Background: an optimization exercise with open tools, aiming at small area. Do not read the settings as production practice. Only simulation tests tie the RTL to the original design; equivalence was not proved. No activity file was given, so power comes from the tool's default toggle rates.

[run.sh]
#!/bin/bash
# synth_recipe.tcl (not shown) runs the flow's synth.tcl, then flattens the netlist and writes it again
# the make line also repeats each setting of config.mk as NAME=value (left out here)
make -C /OpenROAD-flow-scripts/flow DESIGN_CONFIG=/design/flow/config.mk WORK_HOME=/design/flow/orfs CLKGATE_MAP_FILE= SYNTH_SCRIPT=/design/flow/synth_recipe.tcl finish
[config.mk]
export PLATFORM = sky130hd
export DESIGN_NAME = tc_pcie_block_align_gen1_2_80bit
export DESIGN_NICKNAME = tc_pcie_block_align_gen1_2_80bit
export VERILOG_FILES = /design/flow/design.v
export SDC_FILE = /design/flow/constraint.sdc
export NUM_CORES = 4
export LEC_CHECK = 0
export CAP_MARGIN = 20
export CORE_MARGIN = 2
export CORE_UTILIZATION = 35
export SLEW_MARGIN = 20
[constraint.sdc]
create_clock -name core_clock -period 5.0 [get_ports {rxclk_i}]
set_input_delay 1.0000 -clock core_clock [delete_from_list [all_inputs] [get_ports {rxclk_i}]]
set_output_delay 1.0000 -clock core_clock [all_outputs]
set_load 0.01 [all_outputs]
[design.v]
module tc_pcie_block_align_gen1_2_80bit
(
input          rxclk_i,
input          reset_n_i, 
input  [79:0]  rxdata_pma_i,
input          blockalign_enable_i,
output [79:0]  aligned_rxdata_o,
output         rxdata_valid_o 
);
logic  [79:0]  rxdata_pma_r;
logic          blockalign_enable_r;
logic  [79:0]  aligned_rxdata_r;
logic          rxdata_valid_r; 
parameter TC_PCIE_COM = 10'h1bc;
logic   [239:0] shifted_rxdata_240bit_c;
logic   [ 79:0] aligned_rxdata_c;
logic           rxdata_valid_c; 
logic   [ 79:0] com_detected_c;
logic   [ 06:0] index_value_c;
logic   [239:0] shifted_rxdata_240bit_r;
logic   [ 79:0] com_detected_r;
logic   [ 06:0] index_value_r;
assign shifted_rxdata_240bit_c = {rxdata_pma_r,shifted_rxdata_240bit_r[239:80]};  
genvar i;
generate              
   for ( i = 0; i < 80 ; i=i+1)
   begin :COM_DETECT
        assign com_detected_c[i] = ( shifted_rxdata_240bit_r[i+80+:10] == TC_PCIE_COM ) ? 1'b1 : 1'b0;
   end :COM_DETECT 
endgenerate                
assign index_value_c = com_detected_r[0] ? 7'd0 :
                       com_detected_r[1] ? 7'd1 :
					   com_detected_r[2] ? 7'd2 :
					   com_detected_r[3] ? 7'd3 :
                       com_detected_r[4] ? 7'd4 :
					   com_detected_r[5] ? 7'd5 :
					   com_detected_r[6] ? 7'd6 :
					   com_detected_r[7] ? 7'd7 :
					   com_detected_r[8] ? 7'd8 :
					   com_detected_r[9] ? 7'd9 : 
					   com_detected_r[10] ? 7'd10 :
                       com_detected_r[11] ? 7'd11 :
					   com_detected_r[12] ? 7'd12 :
					   com_detected_r[13] ? 7'd13 :
                       com_detected_r[14] ? 7'd14 :
					   com_detected_r[15] ? 7'd15 :
					   com_detected_r[16] ? 7'd16 :
					   com_detected_r[17] ? 7'd17 :
					   com_detected_r[18] ? 7'd18 :
					   com_detected_r[19] ? 7'd19 : 
					   com_detected_r[20] ? 7'd20 :
                       com_detected_r[21] ? 7'd21 :
					   com_detected_r[22] ? 7'd22 :
					   com_detected_r[23] ? 7'd23 :
                       com_detected_r[24] ? 7'd24 :
					   com_detected_r[25] ? 7'd25 :
					   com_detected_r[26] ? 7'd26 :
					   com_detected_r[27] ? 7'd27 :
					   com_detected_r[28] ? 7'd28 :
					   com_detected_r[29] ? 7'd29 : 
					   com_detected_r[30] ? 7'd30 :
                       com_detected_r[31] ? 7'd31 :
					   com_detected_r[32] ? 7'd32 :
					   com_detected_r[33] ? 7'd33 :
                       com_detected_r[34] ? 7'd34 :
					   com_detected_r[35] ? 7'd35 :
					   com_detected_r[36] ? 7'd36 :
					   com_detected_r[37] ? 7'd37 :
					   com_detected_r[38] ? 7'd38 :
					   com_detected_r[39] ? 7'd39 :
					   com_detected_r[40] ? 7'd40 :
                       com_detected_r[41] ? 7'd41 :
					   com_detected_r[42] ? 7'd42 :
					   com_detected_r[43] ? 7'd43 :
                       com_detected_r[44] ? 7'd44 :
					   com_detected_r[45] ? 7'd45 :
					   com_detected_r[46] ? 7'd46 :
					   com_detected_r[47] ? 7'd47 :
					   com_detected_r[48] ? 7'd48 :
					   com_detected_r[49] ? 7'd49 : 
					   com_detected_r[50] ? 7'd50 :
                       com_detected_r[51] ? 7'd51 :
					   com_detected_r[52] ? 7'd52 :
					   com_detected_r[53] ? 7'd53 :
                       com_detected_r[54] ? 7'd54 :
					   com_detected_r[55] ? 7'd55 :
					   com_detected_r[56] ? 7'd56 :
					   com_detected_r[57] ? 7'd57 :
					   com_detected_r[58] ? 7'd58 :
					   com_detected_r[59] ? 7'd59 : 
					   com_detected_r[60] ? 7'd60 :
                       com_detected_r[61] ? 7'd61 :
					   com_detected_r[62] ? 7'd62 :
					   com_detected_r[63] ? 7'd63 :
                       com_detected_r[64] ? 7'd64 :
					   com_detected_r[65] ? 7'd65 :
					   com_detected_r[66] ? 7'd66 :
					   com_detected_r[67] ? 7'd67 :
					   com_detected_r[68] ? 7'd68 :
					   com_detected_r[69] ? 7'd69 : 
					   com_detected_r[70] ? 7'd70 :
                       com_detected_r[71] ? 7'd71 :
					   com_detected_r[72] ? 7'd72 :
					   com_detected_r[73] ? 7'd73 :
                       com_detected_r[74] ? 7'd74 :
					   com_detected_r[75] ? 7'd75 :
					   com_detected_r[76] ? 7'd76 :
					   com_detected_r[77] ? 7'd77 :
					   com_detected_r[78] ? 7'd78 :
					   com_detected_r[79] ? 7'd79 :index_value_r ;
assign  rxdata_valid_c = ( (|com_detected_r) & blockalign_enable_r ) ? 1'b1 : rxdata_valid_r;
assign  aligned_rxdata_c = shifted_rxdata_240bit_r[index_value_r+:80];
always @( posedge rxclk_i or negedge reset_n_i )
begin
    if ( ~reset_n_i) 
    begin 
	   rxdata_pma_r            <=  80'b0;
       blockalign_enable_r     <=   1'b0;
       shifted_rxdata_240bit_r <= 240'b0; 	   
	   aligned_rxdata_r        <=  80'b0;
	   rxdata_valid_r          <=   1'b0;
	   com_detected_r          <=   1'b0;
	   index_value_r           <=   7'b0;
    end 
    else 
    begin
	   rxdata_pma_r               <= rxdata_pma_i;
       blockalign_enable_r        <= blockalign_enable_i; 
	   shifted_rxdata_240bit_r    <= shifted_rxdata_240bit_c;
	   aligned_rxdata_r           <= aligned_rxdata_c;
	   rxdata_valid_r             <= rxdata_valid_c;
	   com_detected_r             <= com_detected_c;
	   index_value_r              <= index_value_c;
    end 	
end 
assign aligned_rxdata_o = aligned_rxdata_r;
assign rxdata_valid_o   = rxdata_valid_r;
endmodule
==> impl_metrics.py <==
metrics = {
    "yosys": {
        "synth_ff_type": "dfrtp_1",
        "ys_types": 97,
        "synth_top_family_by_area": "compound AO/OA/AOI/OAI gates",
        "synthesis.nets": 3620,
        "synthesis.area_sq_mm": 0.0334,
        "syn-instance-count": 3537,
        "synth_area_per_cell_sq_um": 9.43,
        "yosys.area_share.adder_pct": 0,
        "synthMuxAreaShare_pct": 18.7,
        "synth_async_sr_flop_share_pct": 100,
        "synth_compound_area_share_pct": 22.5,
        "synth_xor_area_share_pct": 0,
        "yosys_warnings": 1,
        "seq_area_frac_synth_pct": 36.7,
        "synthSimpleGateAreaFrac_pct": 17.1,
        "synth_edf_count": 0,
        "yosys_register_bits": 489,
    },
    "worst_setup_path": {
        "crit_slowest_cell": "nor4b_1",
        "rrSetupSlack_ns": 0.36,
        "crit_chain": "buf_12, nand3b_1, nor2_1, a22oi_1, o2111ai_1, nor4b_1, buf_4, o221ai_1",
        "critical_path_arrival_ns": 5.20,
        "critPathMaxFanout": 36,
        "setup.worst_path.end_class": "flop",
        "crit_path_start_kind": "flop",
        "required_ns": 5.56,
        "worstSetupPathType": "reg2reg",
        "max_stage_delay_ns": 1.09,
    },
    "timing": {
        "worst_slack_ns": 0.357,
        "rsz0062_at_grt": "no",
        "setup_viol_count_final": 0,
        "finalWorstPathRequiredPeriod_ns": 4.64,
        "post-route-period-util_pct": 92.9,
        "max_slew_margin_pct": 10.5,
        "tns_ns": 0,
        "hold_viol": 0,
        "worstMarginPinSlew_ns": 1.34,
        "skew_ns": 0.0333,
        "drv_slew": 0,
        "fmax_mhz": 215,
    },
    "die": {
        "die_area_sq_mm": 0.0978,
        "dieHeight_um": 313,
        "start_util_pct": 35.2,
        "coreArea_sq_mm": 0.0947,
        "chipWidth_um": 313,
        "io_pins": 164,
        "rows": 113,
    },
    "global_routing": {
        "grt_pass1_vias": 35456,
        "grt_usage_pct": 51.6,
        "antenna_found_initial": 28,
        "grt-ovfl-total": 0,
        "grt_max_degree": 97,
        "grt_first_pass_wirelength_mm": 339,
    },
    "routing": {
        "via_count": 38066,
        "wire_per_inst_um": 50.3,
        "vias_per_cell": 7.42,
        "wirelength_mm": 258,
        "drt-initial-drc-count": 7270,
        "drc": 0,
        "first_pass_iters": 10,
        "detail-route-antenna-nets": 0,
    },
    "place": {
        "hpwl_mm": 202,
        "io_buffer_count": 163,
        "dpl_cell_area_sq_mm": 0.0380,
        "gp_congestion": 1.17,
        "dp_slack_ns": 0.809,
    },
    "power": {
        "ir_drop_mv": 0.410,
        "total_leakage_power_uw": 0.0159,
        "powerDensity_mw_per_mm2": 875,
    },
    "final_layout": {
        "drive_gt1_share_pct": 21.1,
        "layout_common_cells": "dfrtp_1 (483), buf_4 (340), nand2_1 (327), nor2_1 (321), mux2i_1 (230)",
        "area_growth_syn_to_layout_pct": 19.4,
        "fin_area_sq_mm": 0.0399,
        "nNetsFinal": 3890,
        "final_common_cell": "dfrtp_1",
        "final_util_pct": 42.1,
    },
    "clock_network": {
        "cts_resized": 0,
        "path_clk_slew_ns": 0.08,
        "root_buffer": "clkbuf_16",
        "cts.path.max_buffers": 3,
        "cts_sinks": 489,
        "htreeDepth": 2,
        "cts_buffers": 53,
        "cts_tree": "done",
        "ctsHoldBuffers": 0,
        "insertion_delay_ns": 0.71,
        "post_cts_buffers": 0,
    },
    "hold_path": {
        "min_path_type": "in2async",
    },
    "outcome": {
        "outcome": "no timing/DRC/antenna violations",
    },
    "flow_run": {
        "cap_violations": 0,
    },
}
==> cells in the mapped netlist (18+ instances only) <==
cell	count	share of area, %
a211o_1	29	0.76
a211oi_1	39	0.88
a21oi_1	125	1.9
a221o_1	19	0.57
a221oi_1	42	1.1
a22oi_1	62	1.4
buf_1	19	0.21
buf_2	63	0.95
buf_4	24	0.54
buf_6	29	0.98
clkbuf_1	165	1.9
dfrtp_1	489	37
inv_1	25	0.28
mux2_2	164	5.5
mux2_4	19	0.86
mux2i_1	241	7.2
mux4_2	50	3.4
nand2_1	327	3.7
nand2b_1	71	1.3
nand3_1	53	0.80
nand3b_1	36	0.81
nand4_1	18	0.34
nand4b_1	25	0.66
nor2_1	331	3.7
nor2b_1	27	0.51
nor3_1	54	0.81
nor4_1	102	1.9
o2111ai_1	20	0.53
o211ai_1	55	1.2
o21ai_0	137	2.1
o221ai_1	71	1.9
o22a_1	23	0.60
o22ai_1	225	4.2
or2_2	22	0.41
or3_1	24	0.45
==> final cells by class <==
class	instances	area, sq um
clock buffer	71	1500
tap	1265	1580
multi-input combinational	2715	19600
sequential	489	12300
inverter	29	114
timing repair buffer	519	4490
antenna	15	37.5
clock inverter	27	290
fill	9392	54900
==> cells by family (layout without fill, tap and decap cells) <==
family | Yosys count | after routing
compound gates | 1051 | 1051
buf+inv | 333 | 646
flops | 489 | 489
mux | 507 | 507
other cells | 0 | 15
simple gates | 1157 | 1157
==> stage by stage <==
step                      cells  power [uW]  hold slack [ns]
final                      5130       34900            0.306
after global routing       5116       34200            0.350
after CTS                  5113       32400            0.345
after detailed placement   5015       28300            0.335
after global placement     5014       28600            0.331
after floorplan            3537       15800            0.331
==> critical path: cells and delay by family, from the launching register on <==
| family | cells | cell delay [ns] |
|---|---|---|
| buffers and inverters | 2 | 0.57 |
| flip-flops | 1 | 0.85 |
| AND/OR/NAND/NOR | 3 | 1.91 |
| AO/OA/AOI/OAI | 3 | 1.12 |
==> registers in the layout (all words and copies together), names as in the netlist <==
| register | cells |
|---|---|
| blockalign_enable_r | 1 |
| aligned_rxdata_r | 80 |
| rxdata_valid_r | 1 |
| com_detected_r | 80 |
| shifted_rxdata_240bit_r | 240 |
| rxdata_pma_r | 80 |
| index_value_r | 7 |
==> per-layer routing <==
layer  vias up  track usage [%]  part of all wire [%]
li1      14237                -                     -
met1     19038             63.7                    37
met2      3743             69.1                    38
met3      1034             24.9                    15
met4        14             38.2                   9.6
met5         -            0.919                 0.036
==> path summary, 6_finish.rpt <==
path,cells past startpoint,to,from
min in group core_clock,0,shifted_rxdata_240bit_r[229],rxdata_pma_r[69]
hold reg to reg,0,shifted_rxdata_240bit_r[229],rxdata_pma_r[69]
setup reg to reg,8,aligned_rxdata_r[72],index_value_r[4]
hold / removal,1,aligned_rxdata_r[16],reset_n_i
max in group asynchronous,2,shifted_rxdata_240bit_r[105],reset_n_i
setup / recovery,8,aligned_rxdata_r[72],index_value_r[4]
==> report_power, final <==
group | switching (uW) | internal [uW]
combinational | 18100 | 7250
clock | 1860 | 2250
sequential | 897 | 4510
total | 20900 | 14000

[re-timing with driven ports]
Ports are ideal in the flow. The routed layout listed here was re-timed in OpenROAD.
Step 1 sets driving cells, clkbuf_16 on the clock port and buf_2 on the other inputs (assumed; they add their load-dependent delay and slew).
Step 2 adds t to the input delays and takes it off the output delays; t is the mean of the earliest and latest rising clock arrival at the registers after step 1. Input paths then give back, and output paths get back, about the clock's delay inside the block.
a / b / c = ideal / step 1 / step 2; a / b = the first two.
t (ns): 0.765
setup slack, ns: 0.357 / 0.357 / 0.357
worst setup path at the end: register to register
pins driven straight from the clock port: 1
After both steps setup and hold are still met in this run. The setup slack of this run moves by 0.000 ns with the drivers and by 0.000 ns with both steps.
